Source: an optimization exercise on an open RTL-to-GDS flow (aim: small area). Production flows keep margins and buffers that such runs may drop. Only simulation tests tie the RTL to the original design; equivalence was not proved. The clock port is modelled as an ideal driver; clocking choices that lean on that would not hold on a real chip. Power and IR drop assume default switching activity.

`flow/constraint.sdc`:
```
create_clock -name core_clock -period 10.0 [get_ports {clk}]
set_input_delay 2.0000 -clock core_clock [delete_from_list [all_inputs] [get_ports {clk}]]
set_output_delay 2.0000 -clock core_clock [all_outputs]
set_load 0.01 [all_outputs]
```
`flow/flow/abc_area.script`:
```
strash
dch -f
amap
topo
```
`flow/flow/run.sh`:
```
#!/bin/bash
# The standard layout (standard.sh), with these changes:
#  - synthesis maps the logic with an area-oriented ABC script (flow/abc_area.script)
#    in place of ORFS's speed script; everything else in synth_recipe.tcl is kept,
#    so the registers and their names are those of the standard synthesis
#  - each port gets the smallest buffer, buf_1
#  - clock tree synthesis uses clkbuf_8 buffers without dummy loads, and then
#    flow/post_cts.tcl downsizes each clock buffer as far as the clock-pin slew allows
# Each tool's output goes to ORFS's own logs (orfs/logs/...) and to flow_standard.log.
set -euo pipefail
W=$PWD
{
  cat <<'EOT'
proc abc {args} {
  set i [lsearch $args -script]
  if {$i >= 0} { lset args [expr {$i + 1}] $::env(MY_ABC_SCRIPT) }
  yosys abc {*}$args
}
EOT
  cat "$W/synth_recipe.tcl"
} > "$W/flow_synth.tcl"
sed -e "s|SYNTH_SCRIPT=[^ ]*|SYNTH_SCRIPT=$W/flow_synth.tcl|" "$W/standard.sh" > "$W/flow_standard.sh"
grep -q "SYNTH_SCRIPT=$W/flow_synth.tcl" "$W/flow_standard.sh"
export MY_ABC_SCRIPT=$W/flow/abc_area.script
export BUFFER_PORTS_ARGS="-buffer_cell sky130_fd_sc_hd__buf_1"
export CTS_ARGS="-sink_clustering_enable -repair_clock_nets -buf_list sky130_fd_sc_hd__clkbuf_8 -root_buf sky130_fd_sc_hd__clkbuf_8 -dont_use_dummy_load"
export POST_CTS_TCL=$W/flow/post_cts.tcl
bash "$W/flow_standard.sh" > "$W/flow_standard.log" 2>&1
```
`flow/flow/post_cts.tcl`:
```
proc my_max_clk_slew {} {
  set mx 0
  foreach pin [get_pins -hierarchical */CLK] {
    foreach p {slew_max_rise slew_max_fall} {
      set s [get_property $pin $p]
      if {$s > $mx} { set mx $s }
    }
  }
  return $mx
}

estimate_parasitics -placement
puts "post_cts: max clock-pin slew before [my_max_clk_slew]"
foreach c [get_cells clkbuf_*] {
  set orig [get_property $c ref_name]
  foreach size {1 2 4 8} {
    set cell sky130_fd_sc_hd__clkbuf_$size
    if {$cell == $orig} { break }
    replace_cell $c $cell
    estimate_parasitics -placement
    set s [my_max_clk_slew]
    if {$s <= 0.110} {
      puts "post_cts: [get_full_name $c] $orig -> $cell, max clock-pin slew $s"
      break
    }
    replace_cell $c $orig
    estimate_parasitics -placement
  }
}
puts "post_cts: max clock-pin slew after [my_max_clk_slew]"
detailed_placement
check_placement -verbose
estimate_parasitics -placement
```
`flow/config.mk`:
```
export PLATFORM = sky130hd
export DESIGN_NAME = project_basic
export DESIGN_NICKNAME = project_basic
export VERILOG_FILES = /design/flow/design.v
export SDC_FILE = /design/flow/constraint.sdc
export NUM_CORES = 4
export LEC_CHECK = 0
export CAP_MARGIN = 20
export CORE_MARGIN = 2
export CORE_UTILIZATION = 40
export GPL_TIMING_DRIVEN = 0
export SLEW_MARGIN = 20
```
`flow/standard.sh`:
```
#!/bin/bash
# synth_recipe.tcl (not shown) runs the flow's synth.tcl, then flattens the netlist and writes it again
# the make line also repeats each setting of config.mk as NAME=value (left out here)
make -C /OpenROAD-flow-scripts/flow DESIGN_CONFIG=/design/flow/config.mk WORK_HOME=/design/flow/orfs CLKGATE_MAP_FILE= SYNTH_SCRIPT=/design/flow/synth_recipe.tcl "${@:-finish}"
```
`flow/design.v`:
```
`timescale 1ns / 1ps
module project_basic(
    input clk,
    input clr,
    input x1,
    input x0,
    input add,
    input sub,
    input result,
    output [7:0] zero_one,
    output [7:0] sign_zero_one,
    output [3:0] led_bits,
    output [3:0] sign_led_bits
    );
    reg [3:0] a, b;
    reg [2:0] pos;       
    reg sw01;            
    localparam [10:0] DM = 11'b01010101010;
    localparam [12:0] CM = 13'b0101010101010;
    reg [10:0] dlq;      
    reg [12:0] clq;      
    wire [10:0] dl = dlq ^ DM;   
    wire [12:0] cl = clq ^ CM;   
    reg [2:0] hi;        
    reg [3:0] ans;
    reg neg, error, ifadd, ifsub, ifresult;
    wire key = x1 | x0;
    wire [3:0] ca = clr ? 4'd0 : a;
    wire [3:0] cb = clr ? 4'd0 : b;
    wire [2:0] cpos = clr ? 3'd0 : pos;
    wire [10:0] cdl = clr ? 11'd0 : dl;
    wire [12:0] ccl = clr ? 13'd0 : cl;
    wire csw = ~clr & sw01;
    wire cadd = ~clr & ifadd;
    wire csub = ~clr & ifsub;
    wire dlow0 = ~|cdl[9:0];
    wire cbusy = cdl[10] | ~dlow0;
    wire dfb = cdl[10] ^ cdl[8] ^ (dlow0 & (cdl[10] | key));
    wire clow0 = ~|cl[11:0];
    wire tick = cl[12] & clow0;      
    wire cfb = ccl[12] ^ ccl[3] ^ ccl[2] ^ ccl[0] ^ (~|ccl[11:0]);
    wire nadd = ~sub & (add | cadd);
    wire nsub = sub | (~add & csub);
    wire [3:0] bx = cb ^ {4{nsub}};
    wire [4:0] c;
    wire [3:0] s;
    assign c[0] = nsub;
    genvar g;
    generate for (g = 0; g < 4; g = g + 1) begin : rca
        assign s[g] = ca[g] ^ bx[g] ^ c[g];
        assign c[g+1] = (ca[g] & bx[g]) | (ca[g] & c[g]) | (bx[g] & c[g]);
    end endgenerate
    wire ld = clr | (result & (nadd | nsub));
    wire [3:0] wbit = {cpos[1:0] == 2'd0, cpos[1:0] == 2'd1, cpos[1:0] == 2'd2, cpos[1:0] == 2'd3};
    wire [3:0] wa = {4{key & ~cpos[2]}} & wbit;
    wire [3:0] wb = {4{key & cpos[2]}} & wbit;
    wire inc = ~key & csw & ~cbusy;
    always @(posedge clk) begin
        a <= (wa & {4{x1}}) | (~wa & ca);
        b <= (wb & {4{x1}}) | (~wb & cb);
        clq <= (clr ? 13'd0 : {cl[11:0], cfb}) ^ CM;
        hi[0] <= ~clr & (hi[0] ^ tick);
        hi[1] <= ~clr & (hi[1] ^ (tick & hi[0]));
        hi[2] <= ~clr & (hi[2] ^ (tick & hi[0] & hi[1]));
        dlq <= {cdl[9:0], dfb} ^ DM;
        sw01 <= key | (csw & cbusy);
        pos[0] <= cpos[0] ^ inc;
        pos[1] <= cpos[1] ^ (inc & cpos[0]);
        pos[2] <= cpos[2] ^ (inc & cpos[0] & cpos[1]);
        ifadd <= nadd;
        ifsub <= nsub;
        if (ld) begin
            ans <= s;
            neg <= nsub & ~c[4];
            error <= ~nsub & c[4];
        end
        ifresult <= result | (~clr & ifresult);
    end
    wire [1:0] sel = neg ? hi[1:0] : hi[2:1];
    wire [3:0] onehot = 4'b0001 << sel;
    assign led_bits = onehot;
    assign sign_led_bits = onehot;
    wire first = neg & (sel == 2'd0);
    wire vm = ans[sel] | (~ifresult & b[sel]);
    wire vs = first | (~ifresult & a[sel]);
    wire blank = ifresult & ~error & ~first;
    wire E = error;
    assign zero_one[6:5] = {2{~E}};
    assign zero_one[1] = E;
    assign {zero_one[7], zero_one[4:2]} = {4{E | ~vm}};
    assign zero_one[0] = ~ifresult & ifadd;
    assign sign_zero_one[6:5] = {2{~E & ~blank}};
    assign sign_zero_one[1] = E;
    assign {sign_zero_one[7], sign_zero_one[4:2]} = {4{E | (~blank & ~vs)}};
    assign sign_zero_one[0] = ~ifresult & ifsub;
endmodule
```
==> results.py, run 1 <==
metrics = {
    "run_status": {
        "status": "timing/DRC/antenna clean",
    },
    "synth": {
        "ys_types": 26,
        "async_flop_share_pct": 0,
        "yosys_warnings": 1,
        "synthesis.area_sq_um": 1956,
        "syn_inst": 222,
        "avgSynthCellArea_sq_um": 8.809,
        "synth_nets": 236,
        "synth_seq_area_share_pct": 52.21,
        "yosys.area.top_type": "dfxtp_1",
        "synth.top_cell.area_share_pct": 42.99,
        "ys.flop_type": "dfxtp_1",
        "synth_edf_count": 6,
        "ys_seq_elements": 48,
        "synth.area.top_cells": "dfxtp_1, edfxtp_1, nor2_1",
    },
    "critical_path": {
        "critPathLaunchType": "input pin",
        "critPathKind": "in -> reg",
        "crit_path_end_kind": "flip-flop",
        "ff2ff_path_depth": 9,
        "path_max_fanout": 25,
        "worstPathRequired_ns": 10.41,
        "rr_endpoint": "ans[3]",
        "r2r_slack_ns": 7.26,
        "cp.arrival_ns": 6.11,
        "rr_startpoint": "ifsub",
        "startpoint": "clr",
    },
    "layout": {
        "synthToLayoutAreaGrowth_pct": 13.05,
        "diodes": 0,
        "drive_gt1_share_pct": 7.004,
        "layout_commonest_cell": "dfxtp_1",
        "layout_common_cells": "dfxtp_1, nor2_1, buf_1",
        "fin_nets": 273,
    },
    "hold_path": {
        "hold_end": "dlq[10]",
        "hp-start": "dlq[9]",
        "hold_depth": 1,
        "hold_path.class": "reg -> reg",
    },
    "floorplan": {
        "die_y_microns": 73.92,
        "initial_core_util_pct": 41.40,
        "die_w_microns": 73.92,
        "num_rows": 25,
        "fp.dieArea_sq_um": 5464,
        "core_sq_um": 4723,
        "ios": 31,
    },
    "placement": {
        "numPortBuffers": 30,
        "gp_congestion": 0.7944,
        "dp_hpwl_microns": 2763,
    },
    "timing": {
        "setup_violations": 0,
        "finalSetupTns_ns": 0,
        "maxSlewViolCount": 0,
        "finalClockSkew_ns": 0.01181,
        "worst-slew-pin-transition_ns": 1.010,
        "rsz0062_at_grt": "no",
        "slew_headroom_pct": 32.64,
        "final_hold_viol_count": 0,
        "hold_ws_ns": 0.3912,
        "fmax_mhz": 175.4,
        "finalCritPeriodShare_pct": 57.02,
        "min_period_ns": 5.702,
    },
    "global_routing": {
        "grt_pass1_vias": 1297,
        "grt_max_degree": 26,
        "gr-total-overflow": 0,
        "grt_antenna_before_repair": 0,
        "grt_pass1_wl_microns": 5947,
        "grt_util_all_layers_pct": 14.64,
    },
    "routing": {
        "ant_nets": 0,
        "wl_microns": 3633,
        "num_vias": 1509,
        "vias_per_cell": 4.657,
        "drc": 0,
        "dr.pass1.iters": 4,
        "wl_per_cell_microns": 11.21,
        "drt-initial-drc-count": 66,
    },
    "power": {
        "p_leak_nw": 0.8814,
        "ir_worst_vdd_v": 0.00004894,
        "power_density_nw_per_um2": 163.4,
    },
    "cts": {
        "insertion_delay_ns": 0.53,
        "path_clk_slew_ns": 0.07,
        "cts_tree": "yes",
        "clock-sinks": 48,
    },
    "flow_run": {
        "max_cap_violations": 0,
    },
}
[per-stage QoR]
| step | utilization, % | setup slack [ns] | instances | cell area (sq um) | power (W) |
|---|---|---|---|---|---|
| finish | 46.81 | 4.298 | 324 | 2211 | 0.0003613 |
| global route | 46.81 | 3.901 | 324 | 2211 | 0.0003816 |
| detailed placement | 45.56 | 3.664 | 319 | 2152 | 0.0002728 |
| global placement | 45.56 | 3.649 | 319 | 2152 | 0.0002719 |
| floorplan | - | 5.482 | 222 | 1956 | 0.0002550 |
[worst max path at each step]
| stage | endpoint | slack [ns] | depth (start not counted) |
|---|---|---|---|
| 3_3_place_gp | ans[3] | 3.65 | 11 |
| 2_1_floorplan | ans[3] | 5.48 | 10 |
| 3_5_place_dp | ans[3] | 3.66 | 11 |
| 6_report | ans[3] | 4.30 | 11 |
| 5_1_grt | ans[3] | 3.90 | 11 |
[routing by layer]
layer  part of all wire [%]  GRT usage [%]  wire length (microns)  up-vias
met1                     51          19.13                   1841      656
met3                    4.3          4.115                    157        7
li1                       -              -                      -      806
met4                    2.3          7.273                     82        0
met2                     43          22.22                   1551       40
met5                      0              0                      0        -
[Yosys cell counts (3+ instances only)]
| library cell | n |
|---|---|
| fa_1 | 3 |
| dfxtp_1 | 42 |
| a21oi_1 | 17 |
| ha_1 | 4 |
| o22ai_1 | 4 |
| nor2_1 | 38 |
| nand3_1 | 3 |
| nor2b_1 | 9 |
| edfxtp_1 | 6 |
| clkinv_1 | 21 |
| nor3_1 | 10 |
| o21ai_0 | 11 |
| buf_4 | 14 |
| nand2_1 | 26 |
[worst max-delay path: stages]
cell and delay (ns):
buf_1 0.73, clkinv_1 0.86, a31oi_1 0.64, clkinv_1 0.32
nor2_1 0.16, a21oi_1 0.08, fa_1 0.43, fa_1 0.37
clkinv_1 0.06, fa_1 0.40, clkinv_1 0.05
[logic make-up after synthesis]
family | Yosys count | synth area share (%)
fa+ha+maj | 7 | 5.630
buf+inv | 35 | 9.405
compound gates | 41 | 12.48
simple gates | 91 | 20.28
flops | 48 | 52.21
[state kept, by name (all words and copies together), names as in the netlist]
register and flops:
ans 4, error 1, a 4, ifresult 1, dlq 11, hi 3, ifadd 1, b 4
pos 3, ifsub 1, clq 13, neg 1, sw01 1
[cell type report]
type | instances | area (sq um)
clock buffer | 5 | 58.81
buffer | 14 | 105.1
inverter | 21 | 78.83
fill | 487 | 2512
tap | 67 | 83.83
timing repair buffer | 30 | 112.6
multi-input combinational | 139 | 750.7
sequential | 48 | 1021
[where the power goes]
part | leakage (nW) | switching [W] | internal, W
combinational | 0.447 | 0.0000339 | 0.0000244
sequential | 0.404 | 0.00000462 | 0.000205
clock | 0.0299 | 0.0000568 | 0.0000368
total | 0.881 | 0.0000954 | 0.000266
==> run 2, diff against run 1 <==
--- a/flow/config.mk
+++ b/flow/config.mk
@@ -10,3 +10,2 @@
 export CORE_UTILIZATION = 40
-export GPL_TIMING_DRIVEN = 0
 export SLEW_MARGIN = 20
==> run 2 against run 1 <==
Compared with the run above: sequential power is essentially flat; clock power shrank 4.4%; first-iteration DRC count rose by 97%; synthesized cell count unchanged; core utilization shrank 2.2 points; worst setup slack improved by 0.82 ns; critical path depth grew 1; final cell count is 4.0% lower; via count shrank 1.3%; sequential share of layout area grew 2.3 points; fmax increased by 17%; power is 3.8% lower.
==> results.py, run 2 <==
metrics = {
    "synth": {
        "synth_seq_area_share_pct": 52.21,
        "syn_inst": 222,
        "yosys.area_share.simple_pct": 20.28,
        "async_flop_share_pct": 0,
        "synth_edf_count": 6,
        "synth_mux_area_share_pct": 0,
        "yosysMostFrequentCell": "dfxtp_1",
        "synth.area.top_cells": "dfxtp_1, edfxtp_1, nor2_1",
        "yosys.area.top_type": "dfxtp_1",
        "synth_top_family_by_area": "simple AND/OR/NAND/NOR gates",
        "synth.top_cells.by_count": "dfxtp_1, nor2_1, nand2_1",
        "synth_compound_area_share_pct": 12.48,
        "synth.top_cell.area_share_pct": 42.99,
        "avgSynthCellArea_sq_um": 8.809,
        "ys_seq_elements": 48,
        "yosys_warnings": 1,
        "yosys.area_share.adder_pct": 5.630,
        "synthesis.area_sq_um": 1956,
        "synth_xor_area_share_pct": 0,
        "ys.flop_type": "dfxtp_1",
        "synth_nets": 236,
        "ys_types": 26,
    },
    "critical_path": {
        "r2r_slack_ns": 7.36,
        "crit_path_end_kind": "flip-flop",
        "critPathKind": "in -> reg",
        "rr_endpoint": "ans[3]",
        "critPathLaunchType": "input pin",
        "rr_startpoint": "ifsub",
        "ff2ff_path_depth": 9,
        "path_max_fanout": 25,
        "cp.arrival_ns": 5.26,
        "worstPathRequired_ns": 10.38,
    },
    "hold_path": {
        "hold_end": "dlq[10]",
        "hp-start": "dlq[9]",
        "hold_depth": 1,
        "hold_path.class": "reg -> reg",
    },
    "floorplan": {
        "num_rows": 25,
        "initial_core_util_pct": 41.40,
        "fp.dieArea_sq_um": 5464,
        "die_w_microns": 73.92,
        "die_y_microns": 73.92,
        "ios": 31,
        "core_sq_um": 4723,
    },
    "layout": {
        "fillerInstances": 475,
        "drive_gt1_share_pct": 2.049,
        "fin_nets": 260,
        "regMostFlops": "clq",
        "layout_common_cells": "dfxtp_1, nor2_1, buf_1",
        "register_area_sq_um": 1021,
        "synthToLayoutAreaGrowth_pct": 7.741,
        "largest_reg_flops": 13,
        "layout_commonest_cell": "dfxtp_1",
        "multi_input_comb_area_sq_um": 750.7,
        "reg_top3": "clq x13, dlq x11",
        "diodes": 0,
    },
    "timing": {
        "hold_ws_ns": 0.3946,
        "min_period_ns": 4.879,
        "final_hold_viol_count": 0,
        "rsz0062_at_grt": "no",
        "maxSlewViolCount": 0,
        "slew_headroom_pct": 45.73,
        "worst-slew-pin-transition_ns": 0.8056,
        "finalClockSkew_ns": 0.01600,
        "finalCritPeriodShare_pct": 48.79,
        "fmax_mhz": 205.0,
        "finalSetupTns_ns": 0,
        "setup_violations": 0,
    },
    "routing": {
        "vias_per_cell": 4.791,
        "num_vias": 1490,
        "wl_microns": 3681,
        "drc": 0,
        "drt-initial-drc-count": 130,
        "ant_nets": 0,
        "dr.pass1.iters": 4,
        "wl_per_cell_microns": 11.84,
    },
    "cts": {
        "clock-sinks": 48,
        "path_clk_slew_ns": 0.09,
        "cts_tree": "yes",
        "insertion_delay_ns": 0.51,
    },
    "placement": {
        "dp_hpwl_microns": 2770,
        "numPortBuffers": 30,
        "gp_congestion": 0.8859,
    },
    "global_routing": {
        "grt_util_all_layers_pct": 14.71,
        "grt_pass1_vias": 1278,
        "gr-usage-met3_pct": 4.527,
        "grt_max_degree": 26,
        "use_met1_pct": 19.88,
        "gr-total-overflow": 0,
        "gr-max-usage-layer": "met2",
        "grt_antenna_before_repair": 0,
        "grt_pass1_wl_microns": 5989,
        "met2_usage_pct": 21.92,
    },
    "power": {
        "ir_worst_vdd_v": 0.00005343,
        "p_leak_nw": 0.8155,
        "power_density_nw_per_um2": 164.9,
        "power_w": 0.0003474,
    },
    "run_status": {
        "status": "timing/DRC/antenna clean",
    },
    "flow_run": {
        "max_cap_violations": 0,
    },
}
run 2: cell counts after synthesis:
No cell type changed its count.
run 2: stage by stage:
step | util [%] | cell area (sq um) | setup WS [ns] | std cells
3_3_place_gp | 43.50 | 2054 | 4.728 | 306
6_report | 44.61 | 2107 | 5.121 | 311
5_1_grt | 44.61 | 2107 | 4.858 | 311
2_1_floorplan | - | 1956 | 5.482 | 222
3_5_place_dp | 43.50 | 2054 | 4.586 | 306
run 2: worst max-delay path by stage:
| stage | from | slack (ns) | endpoint |
|---|---|---|---|
| 2_1_floorplan | clr | 5.48 | ans[3] |
| 3_3_place_gp | clr | 4.73 | ans[3] |
| 3_5_place_dp | clr | 4.59 | ans[3] |
| 5_1_grt | clr | 4.86 | ans[3] |
| 6_report | clr | 5.12 | ans[3] |
run 2: layout make-up:
cell class / count / share of cell area, %
sequential: 48 / 48.46
multi-input combinational: 139 / 35.63
clock buffer: 5 / 2.494
tap: 67 / 3.979
timing repair buffer: 31 / 5.701
inverter: 21 / 3.741
run 2: critical path, cell delays in order:
cell	delay, ns
buf_1	0.07
buf_4	0.26
clkinv_1	0.55
a31oi_1	0.55
clkinv_1	0.29
nor2_1	0.15
a21oi_1	0.07
fa_1	0.43
fa_1	0.38
clkinv_1	0.06
fa_1	0.40
clkinv_1	0.05
run 2: kinds of logic (layout without fill, tap and decap cells):
| kind of cell | Yosys count | in the layout |
|---|---|---|
| AO/OA/AOI/OAI | 41 | 41 |
| buffers and inverters | 35 | 57 |
| AND/OR/NAND/NOR | 91 | 91 |
| flip-flops | 48 | 48 |
| adder cells (fa/ha/maj) | 7 | 7 |
run 2: report_power, final:
| part | total (W) | leakage [nW] | internal (W) | switching [W] |
|---|---|---|---|---|
| Sequential | 0.000210 | 0.404 | 0.000205 | 0.00000510 |
| Combinational | 0.0000481 | 0.384 | 0.0000162 | 0.0000319 |
| Clock | 0.0000895 | 0.0274 | 0.0000326 | 0.0000569 |
| Total | 0.000347 | 0.815 | 0.000254 | 0.0000939 |
run 2: layer usage:
metal | up-vias | wire [microns]
li1 | 783 | -
met2 | 46 | 1637
met1 | 657 | 1794
met3 | 4 | 200
met4 | 0 | 49
met5 | - | 0
==> run 3, diff against run 2 <==
--- a/flow/design.v
+++ b/flow/design.v
@@ -25,3 +25,3 @@
     reg [3:0] ans;
-    reg neg, error, ifadd, ifsub, ifresult;
+    reg nr, er, ifadd, ifsub;
     wire key = x1 | x0;
@@ -71,9 +71,11 @@
         ifsub <= nsub;
-        if (ld) begin
-            ans <= s;
-            neg <= nsub & ~c[4];
-            error <= ~nsub & c[4];
+        if (ld) ans <= s;
+        if (clr | result) begin
+            nr <= ~result | (nsub & ~c[4]);
+            er <= ~result | (nadd & c[4]);
         end
-        ifresult <= result | (~clr & ifresult);
     end
+    wire ifresult = ~(nr & er);
+    wire neg = nr & ~er;
+    wire error = er & ~nr;
     wire [1:0] sel = neg ? hi[1:0] : hi[2:1];
==> run 3 against run 2 <==
Compared with the run above: sequential share of layout area shrank 0.95 points; highest routed layer unchanged; still clean on timing, DRC and antenna; flip-flop and latch count is 1 lower; register-to-register slack gained 0.06 ns; final cell count rose by 1.6%; hold slack got worse by 0.0040 ns; core utilization stayed put; power fell by 1.2%; wire length hardly changed; non-clock buffer count unchanged.
==> results.py, run 3 <==
metrics = {
    "run_status": {
        "status": "timing/DRC/antenna clean",
    },
    "synth": {
        "ys_seq_elements": 47,
        "yosysMostFrequentCell": "dfxtp_1",
        "synth.top_cell.area_share_pct": 42.11,
        "async_flop_share_pct": 0,
        "yosys.area.top_type": "dfxtp_1",
        "synthesis.area_sq_um": 1949,
        "synth.area.top_cells": "dfxtp_1, edfxtp_1, nor2_1",
        "ys_types": 27,
        "yosys.area_share.adder_pct": 5.648,
        "yosys.area_share.simple_pct": 21.63,
        "synth_mux_area_share_pct": 0,
        "yosys_warnings": 1,
        "ys.flop_type": "dfxtp_1",
        "synth.top_cells.by_count": "dfxtp_1, nor2_1, nand2_1",
        "synth_seq_area_share_pct": 51.35,
        "synth_xor_area_share_pct": 0,
        "synth_edf_count": 6,
        "synth_nets": 241,
        "syn_inst": 227,
        "synth_compound_area_share_pct": 11.94,
        "synth_top_family_by_area": "simple AND/OR/NAND/NOR gates",
        "avgSynthCellArea_sq_um": 8.588,
    },
    "global_routing": {
        "gr-total-overflow": 0,
        "grt_pass1_wl_microns": 5747,
        "grt_pass1_vias": 1284,
        "grt_util_all_layers_pct": 13.98,
        "grt_antenna_before_repair": 0,
        "grt_max_degree": 27,
    },
    "power": {
        "pwr-share-clk_pct": 27.1,
        "netSwitchingFraction_pct": 26.61,
        "share_comb_of_total_power_pct": 13.6,
        "ir_worst_vdd_v": 0.0001114,
        "p_leak_nw": 0.8228,
        "power.internal_w": 0.0002520,
        "power_w": 0.0003434,
        "switchingPower_w": 0.00009137,
        "power_density_nw_per_um2": 163.0,
        "p_seq_share_pct": 59.3,
    },
    "timing": {
        "finalClockSkew_ns": 0.005874,
        "finalSetupTns_ns": 0,
        "setup_violations": 0,
        "finalCritPeriodShare_pct": 47.11,
        "maxSlewViolCount": 0,
        "final_hold_viol_count": 0,
        "fmax_mhz": 212.3,
        "setup_slack_ns": 5.289,
        "slew_headroom_pct": 57.06,
        "worst-slew-pin-transition_ns": 0.6401,
        "rsz0062_at_grt": "no",
        "min_period_ns": 4.711,
    },
    "floorplan": {
        "die_y_microns": 73.81,
        "ios": 31,
        "fp.dieArea_sq_um": 5448,
        "die_w_microns": 73.81,
        "core_sq_um": 4723,
        "num_rows": 25,
        "initial_core_util_pct": 41.27,
    },
    "critical_path": {
        "crit_path_end_kind": "output pin",
        "rr_startpoint": "ifsub",
        "worstPathRequired_ns": 8.00,
        "rr_endpoint": "ans[3]",
        "r2r_slack_ns": 7.42,
        "path_max_fanout": 6,
        "cp.arrival_ns": 2.71,
        "critPathLaunchType": "flip-flop",
        "crit_path_end": "zero_one[3]",
        "critPathKind": "reg -> out",
        "startpoint": "er",
        "ff2ff_path_depth": 9,
    },
    "routing": {
        "num_vias": 1480,
        "drc": 0,
        "dr.pass1.iters": 5,
        "met2_length_microns": 1606,
        "vias_per_cell": 4.684,
        "wl_met1_microns": 1875,
        "wl_microns": 3683,
        "top_layer_used": "met4",
        "drt-initial-drc-count": 52,
        "ant_nets": 0,
        "wl_per_cell_microns": 11.66,
        "route.met3.wl_microns": 146,
    },
    "placement": {
        "numPortBuffers": 30,
        "pre_cts_ws_ns": 5.116,
        "gp_congestion": 0.7966,
        "dp_hpwl_microns": 2768,
    },
    "layout": {
        "largest_reg_flops": 13,
        "synthToLayoutAreaGrowth_pct": 8.087,
        "diodes": 0,
        "layout_common_cells": "dfxtp_1, nor2_1, nand2_1",
        "regMostFlops": "clq",
        "fin_nets": 265,
        "reg_top3": "clq x13, dlq x11",
        "drive_gt1_share_pct": 2.008,
        "layout_commonest_cell": "dfxtp_1",
    },
    "cts": {
        "clock-sinks": 47,
        "insertion_delay_ns": 0.51,
        "cts_tree": "yes",
        "path_clk_slew_ns": 0.08,
    },
    "flow_run": {
        "max_cap_violations": 0,
    },
    "hold_path": {
        "hold_path.class": "reg -> reg",
    },
}
==> run 3: changes by cell type in the layout (fill, tap and decap cells not counted), sizes merged, moves of 2 or more <==
cell   change
and3       +2
nand2      +9
o21ai      -5
a21oi      +2
nor2b      -4
==> run 3: worst max-delay path: stages (launching register included) <==
cell	delay, ns
edfxtp_1	0.42
clkinv_1	0.10
nand2_1	0.11
clkinv_1	0.10
o22ai_1	0.34
clkinv_1	0.18
nor2_1	0.37
a222oi_1	0.18
o21ai_0	0.16
nand2_1	0.11
buf_1	0.14
==> run 3: metal layers <==
metal	vias to the layer above	global-route usage [%]
li1	799	-
met1	633	18.75
met2	43	22.02
met3	5	2.881
met4	0	5.455
met5	-	0
==> run 3: cell type report <==
class                      instances  area, sq um
fill                             496         2616
inverter                          21        78.83
multi-input combinational        145        764.5
sequential                        47         1001
timing repair buffer              31        120.1
tap                               67        83.83
clock buffer                       5        58.81
==> run 3: how the worst min path moves through the flow <==
| stage | start | to | slack [ns] | depth (start not counted) |
|---|---|---|---|---|
| final | dlq[9] | dlq[10] | 0.39 | 1 |
| after global routing | dlq[9] | dlq[10] | 0.41 | 1 |
| after detailed placement | dlq[9] | dlq[10] | 0.38 | 1 |
| after global placement | dlq[9] | dlq[10] | 0.38 | 1 |
| after floorplan | clq[2] | clq[3] | 0.37 | 1 |
==> run 3: logic make-up after synthesis <==
logic type	Yosys count
and+or+nand+nor	99
DFF	47
AOI/OAI and AO/OA	39
buffers and inverters	35
adders and majority gates	7
==> run 3: power groups by stage <==
stage | Clock (W) | Sequential [W] | Combinational, W
2_1_floorplan | 0 | 0.000207 | 0.0000399
3_3_place_gp | 0 | 0.000208 | 0.0000467
3_5_place_dp | 0 | 0.000208 | 0.0000473
5_1_grt | 0.000102 | 0.000204 | 0.0000537
6_report | 0.0000929 | 0.000204 | 0.0000468
==> run 3: per-stage QoR <==
step                      instances  instance area [sq um]  util, %  hold WS, ns
after global routing            316                   2107    44.61       0.4077
after global placement          311                   2048    43.36       0.3843
after detailed placement        311                   2048    43.36       0.3796
final                           316                   2107    44.61       0.3906
after floorplan                 227                   1949        -       0.3704
==> run 4, diff against run 3 <==
--- a/flow/flow/run.sh
+++ b/flow/flow/run.sh
@@ -25,3 +25,3 @@
 export BUFFER_PORTS_ARGS="-buffer_cell sky130_fd_sc_hd__buf_1"
-export CTS_ARGS="-sink_clustering_enable -repair_clock_nets -buf_list sky130_fd_sc_hd__clkbuf_8 -root_buf sky130_fd_sc_hd__clkbuf_8 -dont_use_dummy_load"
+export CTS_ARGS="-sink_clustering_enable -repair_clock_nets -buf_list sky130_fd_sc_hd__clkbuf_4 -root_buf sky130_fd_sc_hd__clkbuf_4 -sink_clustering_size 10 -sink_clustering_max_diameter 30 -dont_use_dummy_load"
 export POST_CTS_TCL=$W/flow/post_cts.tcl
==> run 4 against run 3 <==
Compared with the run above: still clean on timing, DRC and antenna; critical path depth unchanged; flip-flop and latch count unchanged; global-route usage up 0.17 points; wire length about the same; final area down 1.0%; sequential share of layout area up 0.48 points; fmax up 3.2%; synthesized area unchanged; sequential power about the same; power down 4.8%.
==> results.py, run 4 <==
metrics = {
    "timing": {
        "slew_headroom_pct": 57.06,
        "rsz0062_at_grt": "no",
        "finalSetupTns_ns": 0,
        "worst-slew-pin-transition_ns": 0.6401,
        "min_period_ns": 4.567,
        "hold_ws_ns": 0.3961,
        "fmax_mhz": 219.0,
        "final_hold_viol_count": 0,
        "finalClockSkew_ns": 0.01036,
        "finalCritPeriodShare_pct": 45.67,
        "setup_violations": 0,
        "maxSlewViolCount": 0,
    },
    "synth": {
        "synth_nets": 241,
        "synth.top_cells.by_count": "dfxtp_1, nor2_1, nand2_1",
        "synth_seq_area_share_pct": 51.35,
        "synth.top_cell.area_share_pct": 42.11,
        "yosysMostFrequentCell": "dfxtp_1",
        "synth_edf_count": 6,
        "ys_types": 27,
        "avgSynthCellArea_sq_um": 8.588,
        "yosys.area.top_type": "dfxtp_1",
        "ys_seq_elements": 47,
        "yosys_warnings": 1,
        "syn_inst": 227,
        "synthesis.area_sq_um": 1949,
        "async_flop_share_pct": 0,
        "synth.area.top_cells": "dfxtp_1, edfxtp_1, nor2_1",
        "ys.flop_type": "dfxtp_1",
    },
    "global_routing": {
        "gr-total-overflow": 0,
        "grt_util_all_layers_pct": 14.15,
        "grt_pass1_vias": 1288,
        "grt_antenna_before_repair": 0,
        "grt_max_degree": 27,
        "grt_pass1_wl_microns": 5768,
    },
    "floorplan": {
        "die_w_microns": 73.81,
        "initial_core_util_pct": 41.27,
        "fp.dieArea_sq_um": 5448,
        "num_rows": 25,
        "ios": 31,
        "core_sq_um": 4723,
        "die_y_microns": 73.81,
    },
    "critical_path": {
        "cp.arrival_ns": 2.57,
        "worstPathRequired_ns": 8.00,
        "rr_endpoint": "ans[3]",
        "crit_path_end_kind": "output pin",
        "critPathKind": "reg -> out",
        "path_max_fanout": 6,
        "critPathLaunchType": "flip-flop",
        "ff2ff_path_depth": 9,
        "rr_startpoint": "ifsub",
        "r2r_slack_ns": 7.41,
    },
    "hold_path": {
        "hp-start": "dlq[9]",
        "hold_end": "dlq[10]",
        "hold_depth": 1,
        "hold_path.class": "reg -> reg",
    },
    "routing": {
        "drc": 0,
        "num_vias": 1480,
        "ant_nets": 0,
        "vias_per_cell": 4.684,
        "wl_per_cell_microns": 11.65,
        "wl_microns": 3681,
        "dr.pass1.iters": 4,
        "drt-initial-drc-count": 62,
    },
    "cts": {
        "insertion_delay_ns": 0.34,
        "clock-sinks": 47,
        "cts_tree": "yes",
        "path_clk_slew_ns": 0.12,
    },
    "run_status": {
        "status": "timing/DRC/antenna clean",
    },
    "layout": {
        "regMostFlops": "clq",
        "drive_gt1_share_pct": 2.410,
        "largest_reg_flops": 13,
        "diodes": 0,
        "layout_commonest_cell": "dfxtp_1",
        "layout_common_cells": "dfxtp_1, nor2_1, nand2_1",
        "synthToLayoutAreaGrowth_pct": 6.996,
        "fin_nets": 265,
        "reg_top3": "clq x13, dlq x11",
    },
    "power": {
        "p_leak_nw": 0.8159,
        "ir_worst_vdd_v": 0.00006598,
        "power_density_nw_per_um2": 156.7,
    },
    "placement": {
        "dp_hpwl_microns": 2768,
        "numPortBuffers": 30,
        "gp_congestion": 0.7966,
    },
    "flow_run": {
        "max_cap_violations": 0,
    },
}
## run 4: power breakdown
| part | switching, W | internal [W] | total, W |
|---|---|---|---|
| logic | 0.0000316 | 0.0000153 | 0.0000469 |
| clock network | 0.0000524 | 0.0000236 | 0.0000760 |
| registers | 0.00000373 | 0.000200 | 0.000204 |
## run 4: cell families after synthesis
logic type	after synthesis	synth area share, %
and+or+nand+nor	99	21.63
DFF	47	51.35
AOI/OAI and AO/OA	39	11.94
buffers and inverters	35	9.435
adders and majority gates	7	5.648
## run 4: layout make-up
type / count / area [sq um]
Clock buffer: 5 / 37.54
Multi-Input combinational cell: 145 / 764.5
Timing Repair Buffer: 31 / 120.1
Tap cell: 67 / 83.83
Sequential cell: 47 / 1001
Fill cell: 496 / 2638
Inverter: 21 / 78.83
## run 4: per-layer routing
metal / vias to the layer above / share of wire, % / GRT usage, %
li1: 805 / - / -
met1: 639 / 51 / 18.41
met2: 34 / 45 / 22.42
met3: 2 / 3.6 / 4.115
met4: 0 / 0.57 / 4.848
met5: - / 0 / 0
## run 4: per-stage QoR
step                      setup WS, ns  util [%]  instances  cell area [sq um]  power [W]
after floorplan                  5.917         -        227               1949  0.0002467
after global routing             5.165     44.16        316               2086  0.0003453
final                            5.433     44.16        316               2086  0.0003267
after global placement           5.207     43.36        311               2048  0.0002548
after detailed placement         5.116     43.36        311               2048  0.0002555
## run 4: worst max-delay path by stage
| stage | startpoint | end | slack [ns] | depth (start not counted) |
|---|---|---|---|---|
| 6_report | er | zero_one[3] | 5.43 | 10 |
| 3_5_place_dp | clr | ans[3] | 5.12 | 11 |
| 5_1_grt | er | zero_one[3] | 5.16 | 10 |
| 3_3_place_gp | clr | ans[3] | 5.21 | 11 |
| 2_1_floorplan | clr | ans[3] | 5.92 | 10 |
## run 4: critical path: stages, from the launching register on
cell,delay (ns)
edfxtp_1,0.43
clkinv_1,0.10
nand2_1,0.11
clkinv_1,0.10
o22ai_1,0.34
clkinv_1,0.18
nor2_1,0.37
a222oi_1,0.18
o21ai_0,0.16
nand2_1,0.11
buf_1,0.14
==> run 5, diff against run 4 <==
--- a/flow/flow/run.sh
+++ b/flow/flow/run.sh
@@ -25,3 +25,3 @@
 export BUFFER_PORTS_ARGS="-buffer_cell sky130_fd_sc_hd__buf_1"
-export CTS_ARGS="-sink_clustering_enable -repair_clock_nets -buf_list sky130_fd_sc_hd__clkbuf_4 -root_buf sky130_fd_sc_hd__clkbuf_4 -sink_clustering_size 10 -sink_clustering_max_diameter 30 -dont_use_dummy_load"
+export CTS_ARGS="-sink_clustering_enable -repair_clock_nets -buf_list sky130_fd_sc_hd__clkbuf_4 -root_buf sky130_fd_sc_hd__clkbuf_4 -sink_clustering_size 8 -sink_clustering_max_diameter 25 -sink_clustering_levels 1 -dont_use_dummy_load"
 export POST_CTS_TCL=$W/flow/post_cts.tcl
==> run 5 against run 4 <==
Compared with the run above: combinational power is essentially flat; fmax did not move; synthesized area unchanged; first-iteration DRC count did not move; power stayed put; worst setup slack did not move; clock power barely moved; flip-flop and latch count is the same.
==> results.py, run 5 <==
metrics = {
    "run_status": {
        "status": "timing/DRC/antenna clean",
    },
    "synth": {
        "syn_inst": 227,
        "synth.top_cell.area_share_pct": 42.11,
        "ys.flop_type": "dfxtp_1",
        "synthesis.area_sq_um": 1949,
        "ys_seq_elements": 47,
        "synth.area.top_cells": "dfxtp_1, edfxtp_1, nor2_1",
        "ys_types": 27,
        "yosys_warnings": 1,
        "avgSynthCellArea_sq_um": 8.588,
        "synth_seq_area_share_pct": 51.35,
        "synth_nets": 241,
        "synth.top_cells.by_count": "dfxtp_1, nor2_1, nand2_1",
        "async_flop_share_pct": 0,
        "yosys.area.top_type": "dfxtp_1",
        "synth_edf_count": 6,
        "yosysMostFrequentCell": "dfxtp_1",
    },
    "critical_path": {
        "critPathTopFamily": "compound AO/OA/AOI/OAI gates",
        "critPathKind": "reg -> out",
        "crit_path_end_kind": "output pin",
        "path_cells": "clkinv_1 > nand2_1 > clkinv_1 > o22ai_1 > clkinv_1 > nor2_1 > a222oi_1 > o21ai_0 > nand2_1 > buf_1",
        "cp.arrival_ns": 2.57,
        "path_max_fanout": 6,
        "cp_slowest_cell": "edfxtp_1",
        "r2r_slack_ns": 7.41,
        "critPathMaxStageDelay_ns": 0.43,
        "cp_common_cell": "clkinv_1",
        "rr_endpoint": "ans[3]",
        "critPathLaunchType": "flip-flop",
        "crit_buf_inv": 4,
        "ff2ff_path_depth": 9,
        "worstPathRequired_ns": 8.00,
        "rr_startpoint": "ifsub",
    },
    "floorplan": {
        "initial_core_util_pct": 41.27,
        "die_y_microns": 73.81,
        "die_w_microns": 73.81,
        "fp.dieArea_sq_um": 5448,
        "core_sq_um": 4723,
        "num_rows": 25,
        "ios": 31,
    },
    "layout": {
        "fillerInstances": 496,
        "reg_top3": "clq x13, dlq x11",
        "fin_nets": 265,
        "layout_commonest_cell": "dfxtp_1",
        "largest_reg_flops": 13,
        "postLayoutCellArea_sq_um": 2086,
        "layout_common_cells": "dfxtp_1, nor2_1, nand2_1",
        "regMostFlops": "clq",
        "diodes": 0,
        "drive_gt1_share_pct": 2.410,
        "synthToLayoutAreaGrowth_pct": 6.996,
    },
    "timing": {
        "rsz0062_at_grt": "no",
        "min_period_ns": 4.567,
        "worst-slew-pin-transition_ns": 0.6401,
        "finalCritPeriodShare_pct": 45.67,
        "setup_violations": 0,
        "finalSetupTns_ns": 0,
        "setup_slack_ns": 5.433,
        "maxSlewViolCount": 0,
        "fmax_mhz": 219.0,
        "final_hold_viol_count": 0,
        "finalClockSkew_ns": 0.01036,
        "slew_headroom_pct": 57.06,
        "hold_ws_ns": 0.3961,
    },
    "routing": {
        "num_vias": 1480,
        "drt-initial-drc-count": 62,
        "vias_per_cell": 4.684,
        "dr.pass1.iters": 4,
        "wl_per_cell_microns": 11.65,
        "wl_microns": 3681,
        "ant_nets": 0,
        "drc": 0,
    },
    "global_routing": {
        "grt_pass1_wl_microns": 5768,
        "grt_antenna_before_repair": 0,
        "grt_pass1_vias": 1288,
        "grt_max_degree": 27,
        "gr-total-overflow": 0,
        "grt_util_all_layers_pct": 14.15,
    },
    "placement": {
        "pre_cts_ws_ns": 5.116,
        "gp_congestion": 0.7966,
        "numPortBuffers": 30,
        "place_area_sq_um": 2048,
        "dp_hpwl_microns": 2768,
    },
    "hold_path": {
        "hold_end": "dlq[10]",
        "hold_path.class": "reg -> reg",
        "hp-start": "dlq[9]",
        "hold_depth": 1,
    },
    "power": {
        "power_density_nw_per_um2": 156.7,
        "power_w": 0.0003267,
        "p_leak_nw": 0.8159,
        "ir_worst_vdd_v": 0.00006598,
    },
    "cts": {
        "cts_tree": "yes",
        "path_clk_slew_ns": 0.12,
        "insertion_delay_ns": 0.34,
        "clock-sinks": 47,
    },
    "flow_run": {
        "max_cap_violations": 0,
    },
}
## run 5: cell counts after synthesis
No cell type changed its count.
## run 5: layout make-up
class	instances	area [sq um]	share of cell area, %
Sequential cell	47	1001	47.99
Multi-Input combinational cell	145	764.5	36.65
Timing Repair Buffer	31	120.1	5.759
Tap cell	67	83.83	4.019
Inverter	21	78.83	3.779
Clock buffer	5	37.54	1.800
## run 5: power by group
group	internal, W	switching (W)	total [W]
Combinational	0.0000153	0.0000316	0.0000469
Sequential	0.000200	0.00000373	0.000204
Clock	0.0000236	0.0000524	0.0000760
Total	0.000239	0.0000877	0.000327
## run 5: worst register-to-register path, cell delays in order, from the launching register on
cell	delay [ns]
dfxtp_1	0.34
a21oi_1	0.38
clkinv_1	0.24
nor2_1	0.13
a21oi_1	0.07
fa_1	0.42
fa_1	0.38
clkinv_1	0.07
fa_1	0.40
clkinv_1	0.05
## run 5: layer usage
metal / track usage (%) / share of wire [%] / vias up
met1: 18.41 / 51 / 639
met3: 4.115 / 3.6 / 2
li1: - / - / 805
met4: 4.848 / 0.57 / 0
met5: 0 / 0 / -
met2: 22.42 / 45 / 34
## run 5: logic make-up (layout without fill, tap and decap cells)
logic type,after synthesis,after routing,share of synthesized area (%)
adder cells (fa/ha/maj),7,7,5.648
flip-flops,47,47,51.35
buffers and inverters,35,57,9.435
AND/OR/NAND/NOR,99,99,21.63
AO/OA/AOI/OAI,39,39,11.94
## run 5: worst max-delay path by stage
| stage | startpoint | endpoint | depth (start not counted) | slack [ns] |
|---|---|---|---|---|
| floorplan | clr | ans[3] | 10 | 5.92 |
| global placement | clr | ans[3] | 11 | 5.21 |
| detailed placement | clr | ans[3] | 11 | 5.12 |
| global route | er | zero_one[3] | 10 | 5.16 |
| finish | er | zero_one[3] | 10 | 5.43 |
## run 5: stage by stage
step,utilization (%),instances
2_1_floorplan,-,227
3_3_place_gp,43.36,311
3_5_place_dp,43.36,311
5_1_grt,44.16,316
6_report,44.16,316
==> run 6, diff against run 5 <==
--- a/flow/flow/run.sh
+++ b/flow/flow/run.sh
@@ -6,4 +6,4 @@
 #  - each port gets the smallest buffer, buf_1
-#  - clock tree synthesis uses clkbuf_8 buffers without dummy loads, and then
-#    flow/post_cts.tcl downsizes each clock buffer as far as the clock-pin slew allows
+#  - clock tree synthesis uses clkbuf_4 buffers without dummy loads, and then
+#    flow/post_cts.tcl resizes each clock buffer to the smallest that keeps the clock-pin slew within 118 ps
 # Each tool's output goes to ORFS's own logs (orfs/logs/...) and to flow_standard.log.
@@ -25,3 +25,3 @@
 export BUFFER_PORTS_ARGS="-buffer_cell sky130_fd_sc_hd__buf_1"
-export CTS_ARGS="-sink_clustering_enable -repair_clock_nets -buf_list sky130_fd_sc_hd__clkbuf_4 -root_buf sky130_fd_sc_hd__clkbuf_4 -sink_clustering_size 8 -sink_clustering_max_diameter 25 -sink_clustering_levels 1 -dont_use_dummy_load"
+export CTS_ARGS="-sink_clustering_enable -repair_clock_nets -buf_list sky130_fd_sc_hd__clkbuf_4 -root_buf sky130_fd_sc_hd__clkbuf_4 -sink_clustering_size 10 -sink_clustering_max_diameter 30 -dont_use_dummy_load"
 export POST_CTS_TCL=$W/flow/post_cts.tcl
==> flow/flow/post_cts.tcl (replaced) <==
set my_clk_limit 0.118
set my_clk_sizes {1 2 4 8 16}

proc my_clk_pins {} {
  return [get_pins -hierarchical */CLK]
}

proc my_pin_slew {pin} {
  set mx 0
  foreach p {slew_max_rise slew_max_fall} {
    set s [get_property $pin $p]
    if {$s > $mx} { set mx $s }
  }
  return $mx
}

# the worst clock pin: {slew pin}
proc my_worst_clk {} {
  set mx 0
  set worst ""
  foreach pin [my_clk_pins] {
    set s [my_pin_slew $pin]
    if {$s > $mx} { set mx $s; set worst $pin }
  }
  return [list $mx $worst]
}

proc my_size_of {c} {
  regexp {clkbuf_([0-9]+)$} [get_property $c ref_name] -> n
  return $n
}

proc my_resize {c n} {
  replace_cell $c sky130_fd_sc_hd__clkbuf_$n
  estimate_parasitics -placement
}

estimate_parasitics -placement
set bufs [get_cells -quiet clkbuf_*]
puts "post_cts: [llength $bufs] clock buffers, worst clock-pin slew [lindex [my_worst_clk] 0]"

for {set i 0} {$i < 20} {incr i} {
  lassign [my_worst_clk] s pin
  if {$s <= $my_clk_limit || $pin == ""} { break }
  set net [get_nets -of_objects $pin]
  set drv ""
  foreach p [get_pins -of_objects $net] {
    if {[get_property $p direction] == "output"} { set drv [get_cells -of_objects $p] }
  }
  if {$drv == "" || ![string match clkbuf_* [get_full_name $drv]]} { break }
  set n [my_size_of $drv]
  set k [lsearch $my_clk_sizes $n]
  if {$k < 0 || $k + 1 >= [llength $my_clk_sizes]} { break }
  set m [lindex $my_clk_sizes [expr {$k + 1}]]
  my_resize $drv $m
  puts "post_cts: [get_full_name $drv] clkbuf_$n -> clkbuf_$m, worst clock-pin slew [lindex [my_worst_clk] 0]"
}

# downsize each buffer as far as the limit allows
foreach c $bufs {
  set n [my_size_of $c]
  foreach m $my_clk_sizes {
    if {$m >= $n} { break }
    my_resize $c $m
    set s [lindex [my_worst_clk] 0]
    if {$s <= $my_clk_limit} {
      puts "post_cts: [get_full_name $c] clkbuf_$n -> clkbuf_$m, worst clock-pin slew $s"
      break
    }
    my_resize $c $n
  }
}
puts "post_cts: worst clock-pin slew after [lindex [my_worst_clk] 0]"
detailed_placement
check_placement -verbose
estimate_parasitics -placement
==> run 6 against run 5 <==
Compared with the run above: fmax grew 0.34%; synthesized cell count is the same; hold slack lost 0.024 ns; largest cell class unchanged; count of clock-buffer cells in the layout is the same; synthesized area is the same.
==> results.py, run 6 <==
metrics = {
    "timing": {
        "setup_violations": 0,
        "finalClockSkew_ns": 0.03177,
        "worst-slew-pin-transition_ns": 0.6422,
        "slew_headroom_pct": 56.92,
        "min_period_ns": 4.551,
        "final_hold_viol_count": 0,
        "maxSlewViolCount": 0,
        "rsz0062_at_grt": "no",
        "finalCritPeriodShare_pct": 45.51,
        "setup_slack_ns": 5.449,
        "fmax_mhz": 219.7,
        "finalSetupTns_ns": 0,
    },
    "cts": {
        "insertion_delay_ns": 0.38,
        "path_clk_slew_ns": 0.11,
        "cts_tree": "yes",
        "clock-sinks": 47,
    },
    "global_routing": {
        "grt_pass1_wl_microns": 5768,
        "grt_antenna_before_repair": 0,
        "gr-total-overflow": 0,
        "grt_max_degree": 27,
        "grt_util_all_layers_pct": 14.15,
        "grt_pass1_vias": 1288,
    },
    "power": {
        "power_density_nw_per_um2": 159.5,
        "ir_worst_vdd_v": 0.00006584,
        "p_leak_nw": 0.8206,
        "power_w": 0.0003343,
    },
    "synth": {
        "async_flop_share_pct": 0,
        "ys.flop_type": "dfxtp_1",
        "synth.area.top_cells": "dfxtp_1, edfxtp_1, nor2_1",
        "syn_inst": 227,
        "avgSynthCellArea_sq_um": 8.588,
        "synthesis.area_sq_um": 1949,
        "synth_edf_count": 6,
        "ys_seq_elements": 47,
        "yosys_warnings": 1,
        "synth.top_cells.by_count": "dfxtp_1, nor2_1, nand2_1",
        "ys_types": 27,
        "synth_nets": 241,
        "yosysMostFrequentCell": "dfxtp_1",
        "yosys.area.top_type": "dfxtp_1",
        "synth_seq_area_share_pct": 51.35,
        "synth.top_cell.area_share_pct": 42.11,
    },
    "critical_path": {
        "cp.arrival_ns": 2.55,
        "critPathLaunchType": "flip-flop",
        "critPathKind": "reg -> out",
        "crit_path_end_kind": "output pin",
        "worstPathRequired_ns": 8.00,
        "path_max_fanout": 6,
    },
    "placement": {
        "dp_hpwl_microns": 2768,
        "gp_congestion": 0.7966,
        "place_area_sq_um": 2048,
        "numPortBuffers": 30,
        "pre_cts_ws_ns": 5.116,
    },
    "layout": {
        "layout_common_cells": "dfxtp_1, nor2_1, nand2_1",
        "synthToLayoutAreaGrowth_pct": 7.510,
        "postLayoutCellArea_sq_um": 2096,
        "reg_top3": "clq x13, dlq x11",
        "fin_nets": 265,
        "regMostFlops": "clq",
        "fillerInstances": 499,
        "layout_commonest_cell": "dfxtp_1",
        "largest_reg_flops": 13,
        "drive_gt1_share_pct": 2.410,
        "diodes": 0,
    },
    "routing": {
        "wl_per_cell_microns": 11.72,
        "vias_per_cell": 4.703,
        "wl_microns": 3703,
        "drt-initial-drc-count": 51,
        "num_vias": 1486,
        "ant_nets": 0,
        "drc": 0,
        "dr.pass1.iters": 4,
    },
    "hold_path": {
        "hold_path.class": "reg -> reg",
    },
    "flow_run": {
        "max_cap_violations": 0,
    },
    "floorplan": {
        "core_sq_um": 4723,
        "num_rows": 25,
        "fp.dieArea_sq_um": 5448,
        "die_w_microns": 73.81,
        "die_y_microns": 73.81,
        "ios": 31,
        "initial_core_util_pct": 41.27,
    },
    "run_status": {
        "status": "timing/DRC/antenna clean",
    },
}
[run 6: cell counts after synthesis]
No cell type changed its count.
[run 6: final timing paths]
kind                            cells after the start  startpoint  slack [ns]           to
worst max-delay path                               10          er        5.45  zero_one[3]
worst min-delay path                                1      dlq[4]        0.37       dlq[5]
worst max register to register                      9       ifsub        7.41       ans[3]
worst min register to register                      1      dlq[4]        0.37       dlq[5]
[run 6: through the flow]
stage / instances / util (%) / hold slack, ns
2_1_floorplan: 227 / - / 0.3704
3_3_place_gp: 311 / 43.36 / 0.3843
3_5_place_dp: 311 / 43.36 / 0.3796
5_1_grt: 316 / 44.37 / 0.3843
6_report: 316 / 44.37 / 0.3721
[run 6: cell type report]
type                    count  area (sq um)  area share (%)
repair buffers             31         120.1           5.731
well taps                  67         83.83           4.000
clock buffers               5         47.55           2.269
flip-flops and latches     47          1001           47.76
multi-input cells         145         764.5           36.48
inverters                  21         78.83           3.761
[run 6: critical path: stages, from the launching register on]
cell and delay (ns):
edfxtp_1 0.42, clkinv_1 0.10, nand2_1 0.11, clkinv_1 0.10, o22ai_1 0.34, clkinv_1 0.18, nor2_1 0.37, a222oi_1 0.18
o21ai_0 0.16, nand2_1 0.11, buf_1 0.14
[run 6: per-layer routing]
metal  track usage, %  up-vias  share of wire (%)
met5                0        -                  0
met4            4.848        0               0.51
met3            4.115        2                4.3
met2            22.42       41                 46
met1            18.41      642                 49
li1                 -      801                  -
[run 6: cells by family (layout without fill, tap and decap cells)]
logic type	Yosys count	after routing	share of synthesized area, %
AO/OA/AOI/OAI	39	39	11.94
adder cells (fa/ha/maj)	7	7	5.648
buffers and inverters	35	57	9.435
flip-flops	47	47	51.35
AND/OR/NAND/NOR	99	99	21.63
[run 6: power by group]
part,switching [W],total [W],internal [W]
Clock,0.0000538,0.0000837,0.0000299
Sequential,0.00000377,0.000204,0.000200
Combinational,0.0000316,0.0000469,0.0000153
==> run 7, diff against run 6 <==
==> flow/flow/abc_area.script (replaced) <==
strash
balance
rewrite
refactor
balance
rewrite
rewrite -z
balance
refactor -z
rewrite -z
balance
balance
rewrite
refactor
balance
rewrite
rewrite -z
balance
refactor -z
rewrite -z
balance
balance
rewrite
refactor
balance
rewrite
rewrite -z
balance
refactor -z
rewrite -z
balance
dch -f
amap
topo
==> run 7 against run 6 <==
Compared with the run above: worst setup slack lost 0.20 ns; global-route usage decreased by 0.20 points; synthesized area down 0.64%; first-iteration DRC count rose by 9.8%; final cell count is 5.4% lower; count of clock-buffer cells in the layout unchanged; critical endpoint unchanged; largest cell class unchanged.
==> results.py, run 7 <==
metrics = {
    "power": {
        "ir_worst_vdd_v": 0.00009447,
        "power_w": 0.0003308,
        "netSwitchingFraction_pct": 26.40,
        "power.internal_w": 0.0002435,
        "pwr-share-clk_pct": 24.9,
        "p_leak_nw": 0.8020,
        "switchingPower_w": 0.00008733,
        "power_density_nw_per_um2": 160.1,
        "p_seq_share_pct": 61.6,
        "share_comb_of_total_power_pct": 13.6,
    },
    "cts": {
        "cts_tree": "yes",
        "path_clk_slew_ns": 0.11,
        "insertion_delay_ns": 0.51,
        "clock-sinks": 47,
    },
    "layout": {
        "regMostFlops": "clq",
        "fin_nets": 261,
        "diodes": 0,
        "drive_gt1_share_pct": 2.041,
        "layout_common_cells": "nor2_1, dfxtp_1, buf_1",
        "synthToLayoutAreaGrowth_pct": 6.654,
        "fillerInstances": 451,
        "fin_cells": 299,
        "reg_top3": "clq x13, dlq x11",
        "largest_reg_flops": 13,
    },
    "synth": {
        "ys.flop_type": "dfxtp_1",
        "synth.top_cells.by_count": "dfxtp_1, nor2_1, nand2_1",
        "ys_seq_elements": 47,
        "synth.area.top_cells": "dfxtp_1, edfxtp_1, nor2_1",
        "synth_seq_area_share_pct": 51.68,
        "yosys.area_share.simple_pct": 22.42,
        "avgSynthCellArea_sq_um": 8.685,
        "yosys_warnings": 1,
        "synth_mux_area_share_pct": 0,
        "yosys.area.top_type": "dfxtp_1",
        "synth_compound_area_share_pct": 9.948,
        "synth.top_cell.area_share_pct": 42.38,
        "synth_top_family_by_area": "simple AND/OR/NAND/NOR gates",
        "synth_xor_area_share_pct": 0,
        "yosys.area_share.adder_pct": 5.685,
        "syn_inst": 223,
        "synthesis.area_sq_um": 1937,
        "async_flop_share_pct": 0,
        "synth_edf_count": 6,
        "ys_types": 24,
        "synth_nets": 237,
    },
    "global_routing": {
        "grt_max_degree": 27,
        "grt_util_all_layers_pct": 13.95,
        "grt_pass1_wl_microns": 5775,
        "gr-total-overflow": 0,
        "grt_pass1_vias": 1303,
        "grt_antenna_before_repair": 0,
    },
    "critical_path": {
        "worstPathRequired_ns": 8.00,
        "path_max_fanout": 4,
        "ff2ff_path_depth": 7,
        "crit_path_end_kind": "output pin",
        "cp.arrival_ns": 2.75,
        "r2r_slack_ns": 7.42,
        "critPathLaunchType": "flip-flop",
        "rr_endpoint": "ans[3]",
        "rr_startpoint": "ifsub",
        "critPathKind": "reg -> out",
    },
    "placement": {
        "gp_congestion": 0.7762,
        "numPortBuffers": 30,
        "dp_cells": 294,
        "dp_hpwl_microns": 2634,
    },
    "timing": {
        "rsz0062_at_grt": "no",
        "slew_headroom_pct": 54.30,
        "setup_violations": 0,
        "fmax_mhz": 210.6,
        "maxSlewViolCount": 0,
        "final_hold_viol_count": 0,
        "worst-slew-pin-transition_ns": 0.6855,
        "finalClockSkew_ns": 0.03474,
        "finalSetupTns_ns": 0,
        "finalCritPeriodShare_pct": 47.48,
        "min_period_ns": 4.748,
    },
    "hold_path": {
        "hp-start": "clq[8]",
        "hold_end": "clq[9]",
        "hold_path.class": "reg -> reg",
        "hold_depth": 1,
    },
    "routing": {
        "wl_per_cell_microns": 11.40,
        "drc": 0,
        "drt-initial-drc-count": 56,
        "vias_per_cell": 4.836,
        "wl_microns": 3409,
        "ant_nets": 0,
        "dr.pass1.iters": 4,
        "num_vias": 1446,
    },
    "floorplan": {
        "ios": 31,
        "die_y_microns": 73.59,
        "initial_core_util_pct": 41.28,
        "fp.dieArea_sq_um": 5415,
        "num_rows": 25,
        "core_sq_um": 4692,
        "die_w_microns": 73.59,
    },
    "run_status": {
        "status": "timing/DRC/antenna clean",
    },
    "flow_run": {
        "max_cap_violations": 0,
    },
}
-- run 7: cell types whose count changed after synthesis, sizes merged, moves of 2 or more --
cell,change
a21oi,-7
a222oi,-2
a22oi,+2
clkinv,+4
nand2,-9
nor2,+2
nor4,-2
o21ai,+2
or4b,+3
-- run 7: power by group through the flow --
stage / combinational, W / clock, W / sequential [W]
after floorplan: 0.0000383 / 0 / 0.000207
after global placement: 0.0000445 / 0 / 0.000208
after detailed placement: 0.0000454 / 0 / 0.000208
after global routing: 0.0000521 / 0.0000926 / 0.000205
final: 0.0000449 / 0.0000823 / 0.000204
-- run 7: worst max-delay path by stage --
stage	startpoint	end	depth (start not counted)
after global placement	clr	pos[2]	11
after detailed placement	clr	pos[2]	11
final	nr	zero_one[3]	12
after floorplan	clr	pos[2]	9
after global routing	nr	zero_one[7]	12
-- run 7: metrics by stage --
stage / instance area (sq um) / hold slack, ns / setup slack [ns] / utilization, %
final: 2066 / 0.3806 / 5.252 / 44.03
after global routing: 2066 / 0.4025 / 4.818 / 44.03
after floorplan: 1937 / 0.3613 / 5.795 / -
after global placement: 2019 / 0.3679 / 5.074 / 43.04
after detailed placement: 2019 / 0.3734 / 5.033 / 43.04
-- run 7: worst max-delay path: stages (launching register included) --
cell,delay [ns]
edfxtp_1,0.40
clkinv_1,0.11
nor2_1,0.20
clkinv_1,0.12
o22ai_1,0.22
clkinv_1,0.12
nor2_1,0.25
clkinv_1,0.13
o22ai_1,0.18
a221oi_1,0.08
nor2_1,0.11
o21ai_0,0.15
buf_1,0.16
-- run 7: kinds of logic (layout without fill, tap and decap cells) --
family                     Yosys count  count (layout)
adders and majority gates            7               7
and+or+nand+nor                     97              97
AOI/OAI and AO/OA                   33              33
buffers and inverters               39              61
DFF                                 47              47
-- run 7: layout make-up --
type                            count  area, sq um  area share [%]
Clock buffer                        5        46.29           2.241
Tap cell                           54        67.56           3.271
Multi-Input combinational cell    137        737.0           35.68
Inverter                           25        93.84           4.543
Timing Repair Buffer               31        120.1           5.815
Sequential cell                    47         1001           48.46
-- run 7: routing by layer --
layer | vias to the layer above | wire length [microns] | GRT usage [%]
met2 | 33 | 1469 | 21.83
met1 | 627 | 1736 | 18.36
met4 | 0 | 46 | 4.848
met5 | - | 0 | 0
li1 | 779 | - | -
met3 | 7 | 155 | 4.115
==> run 8, diff against run 7 <==
--- a/flow/design.v
+++ b/flow/design.v
@@ -72,6 +72,4 @@
         if (ld) ans <= s;
-        if (clr | result) begin
-            nr <= ~result | (nsub & ~c[4]);
-            er <= ~result | (nadd & c[4]);
-        end
+        nr <= (clr & ~result) | (result & nsub & ~c[4]) | (~clr & ~result & nr);
+        er <= (clr & ~result) | (result & nadd & c[4]) | (~clr & ~result & er);
     end
==> run 8 against run 7 <==
Compared with the run above: register-to-register slack got worse by 0.10 ns; synthesized cell count is the same; combinational power up 26%; synthesized area is 1.2% lower; count of clock-buffer cells in the layout stayed put; clock power shrank 5.6%; worst setup slack got worse by 0.39 ns; via count up 1.5%; flip-flop and latch count stayed put; hold slack got worse by 0.0060 ns; non-clock buffer count did not move; critical endpoint is now nr; largest cell class unchanged; largest power group unchanged.
==> results.py, run 8 <==
metrics = {
    "run_status": {
        "status": "timing/DRC/antenna clean",
    },
    "critical_path": {
        "rr_endpoint": "nr",
        "r2r_slack_ns": 7.32,
        "critPathLaunchType": "input pin",
        "crit_path_end_kind": "flip-flop",
        "path_cells": "buf_1 > buf_4 > clkinv_1 > a31oi_1 > o21ai_0 > fa_1 > fa_1 > fa_1 > o32ai_1",
        "critPathMaxStageDelay_ns": 0.72,
        "cp_common_cell": "fa_1",
        "rr_startpoint": "ifsub",
        "critPathTopFamily": "adder cells",
        "crit_buf_inv": 3,
        "worstPathRequired_ns": 10.25,
        "critPathKind": "in -> reg",
        "path_max_fanout": 24,
        "cp_slowest_cell": "a31oi_1",
        "ff2ff_path_depth": 6,
        "cp.arrival_ns": 5.39,
    },
    "routing": {
        "wl_microns": 3390,
        "drt-initial-drc-count": 79,
        "num_vias": 1467,
        "dr.pass1.iters": 4,
        "drc": 0,
        "vias_per_cell": 4.906,
        "wl_per_cell_microns": 11.34,
        "ant_nets": 0,
    },
    "layout": {
        "largest_reg_flops": 13,
        "drive_gt1_share_pct": 2.449,
        "synthToLayoutAreaGrowth_pct": 6.470,
        "register_area_sq_um": 980.9,
        "regMostFlops": "clq",
        "fillerInstances": 494,
        "fin_nets": 261,
        "layout_commonest_cell": "dfxtp_1",
        "postLayoutCellArea_sq_um": 2038,
        "multi_input_comb_area_sq_um": 742.0,
        "diodes": 0,
        "layout_common_cells": "dfxtp_1, nor2_1, buf_1",
        "reg_top3": "clq x13, dlq x11",
    },
    "hold_path": {
        "hold_path.class": "reg -> reg",
        "hold_depth": 1,
        "hold_end": "clq[7]",
        "hp-start": "clq[6]",
    },
    "synth": {
        "synth_seq_area_share_pct": 51.24,
        "synthesis.area_sq_um": 1914,
        "yosys_warnings": 1,
        "ys_types": 23,
        "synth.area.top_cells": "dfxtp_1, nor2_1, edfxtp_1",
        "synth_edf_count": 4,
        "yosysMostFrequentCell": "dfxtp_1",
        "yosys.area.top_type": "dfxtp_1",
        "syn_inst": 223,
        "ys.flop_type": "dfxtp_1",
        "avgSynthCellArea_sq_um": 8.584,
        "synth.top_cells.by_count": "dfxtp_1, nor2_1, nand2_1",
        "async_flop_share_pct": 0,
        "synth.top_cell.area_share_pct": 44.97,
        "synth_nets": 237,
        "ys_seq_elements": 47,
    },
    "timing": {
        "finalCritPeriodShare_pct": 51.35,
        "min_period_ns": 5.135,
        "setup_violations": 0,
        "final_hold_viol_count": 0,
        "setup_slack_ns": 4.865,
        "worst-slew-pin-transition_ns": 0.6543,
        "fmax_mhz": 194.7,
        "rsz0062_at_grt": "no",
        "finalClockSkew_ns": 0.02344,
        "slew_headroom_pct": 56.18,
        "finalSetupTns_ns": 0,
        "maxSlewViolCount": 0,
    },
    "placement": {
        "place_area_sq_um": 1997,
        "gp_congestion": 0.8405,
        "dp_hpwl_microns": 2572,
        "pre_cts_ws_ns": 4.498,
        "numPortBuffers": 30,
    },
    "cts": {
        "path_clk_slew_ns": 0.11,
        "clock-sinks": 47,
        "cts_tree": "yes",
        "insertion_delay_ns": 0.36,
    },
    "power": {
        "power_density_nw_per_um2": 167.8,
        "p_leak_nw": 0.7959,
        "ir_worst_vdd_v": 0.00009651,
    },
    "floorplan": {
        "initial_core_util_pct": 41.07,
        "die_w_microns": 73.18,
        "fp.dieArea_sq_um": 5355,
        "num_rows": 25,
        "die_y_microns": 73.18,
        "core_sq_um": 4661,
        "ios": 31,
    },
    "flow_run": {
        "max_cap_violations": 0,
    },
    "global_routing": {
        "grt_pass1_vias": 1303,
        "gr-total-overflow": 0,
        "grt_pass1_wl_microns": 5616,
        "grt_antenna_before_repair": 0,
        "grt_max_degree": 25,
        "grt_util_all_layers_pct": 13.86,
    },
}
run 8: changes by cell type after synthesis, moves of 2 or more:
cell	delta
clkinv_1	-2
edfxtp_1	-2
dfxtp_1	+2
a31oi_1	+2
nand2_1	+2
run 8: layout make-up:
cell class | instances | area share, %
Sequential cell | 47 | 48.13
Multi-Input combinational cell | 139 | 36.40
Tap cell | 54 | 3.315
Clock buffer | 5 | 2.026
Inverter | 23 | 4.236
Timing Repair Buffer | 31 | 5.893
run 8: worst max path at each step:
stage | slack [ns] | cells past startpoint | from | endpoint
6_report | 4.86 | 9 | clr | nr
5_1_grt | 4.57 | 9 | clr | nr
3_5_place_dp | 4.50 | 9 | clr | nr
3_3_place_gp | 4.64 | 9 | clr | nr
2_1_floorplan | 5.45 | 7 | clr | nr
run 8: logic make-up (layout without fill, tap and decap cells):
kind of cell	Yosys count	in the layout	synth area share, %
compound gates	36	36	11.05
fa+ha+maj	7	7	5.752
buf+inv	37	59	10.00
flops	47	47	51.24
simple gates	96	96	21.96
run 8: routing by layer:
metal / share of wire (%) / track usage, % / vias to the layer above
met5: 0 / 0 / -
met4: 1.1 / 5.761 / 0
met3: 4.8 / 5.249 / 4
met2: 44 / 22.42 / 45
met1: 50 / 16.44 / 643
li1: - / - / 775
run 8: per-stage QoR:
stage	power (W)	utilization (%)	std cells	hold WS, ns
2_1_floorplan	0.0002590	-	223	0.3613
3_3_place_gp	0.0002680	42.85	294	0.3748
3_5_place_dp	0.0002688	42.85	294	0.3712
5_1_grt	0.0003633	43.73	299	0.3862
6_report	0.0003420	43.73	299	0.3746
run 8: worst reg2reg max path: cells and delay by family (launching register included):
family / cells / cell delay (ns)
AO/OA/AOI/OAI: 3 / 1.01
adder cells (fa/ha/maj): 3 / 1.26
flip-flops: 1 / 0.32
run 8: where the power goes:
| part | total [W] | internal, W | switching, W |
|---|---|---|---|
| combinational | 0.0000567 | 0.0000201 | 0.0000366 |
| sequential | 0.000208 | 0.000202 | 0.00000602 |
| clock | 0.0000777 | 0.0000257 | 0.0000520 |

==> separate check: timing with driven ports <==
The flow's constraints put no driver on any port. The routed layouts listed below were extracted and timed again, unchanged, in two steps.
Step 1 (the two cells are an assumption about what drives the block):
set clk [get_ports {clk}]
set_driving_cell -lib_cell sky130_fd_sc_hd__clkbuf_16 $clk
set_driving_cell -lib_cell sky130_fd_sc_hd__buf_2 [delete_from_list [all_inputs] $clk]
Step 2, shift: input delay + t, output delay - t, t = (earliest + latest rising clock arrival at the registers) / 2. This alone moves slack from input paths to output paths.
Slacks: ideal ports / drivers / drivers and shift; pairs: ideal ports / drivers.
run | t (ns) | setup WS [ns] | worst register clock-pin slew, ns | worst data-port slew with drivers (ns)
run 1 | 0.552 | 4.298 / 4.294 / 3.741 | 0.09 / 0.09 | 0.03
run 2 | 0.525 | 5.121 / 5.121 / 4.596 | 0.09 / 0.09 | 0.04
run 3 | 0.529 | 5.289 / 5.265 / 5.132 | 0.08 / 0.08 | 0.03
run 4 | 0.361 | 5.433 / 5.410 / 5.132 | 0.12 / 0.12 | 0.03
run 5 | 0.361 | 5.433 / 5.410 / 5.132 | 0.12 / 0.12 | 0.03
run 6 | 0.382 | 5.449 / 5.426 / 5.114 | 0.11 / 0.11 | 0.03
run 7 | 0.514 | 5.252 / 5.228 / 5.103 | 0.11 / 0.11 | 0.03
run 8 | 0.374 | 4.865 / 4.864 / 4.490 | 0.11 / 0.11 | 0.03
After both steps every run listed still meets setup and hold. The setup slack of run 1, which loses most, moves by -0.004 ns with the drivers and by -0.557 ns with both steps.
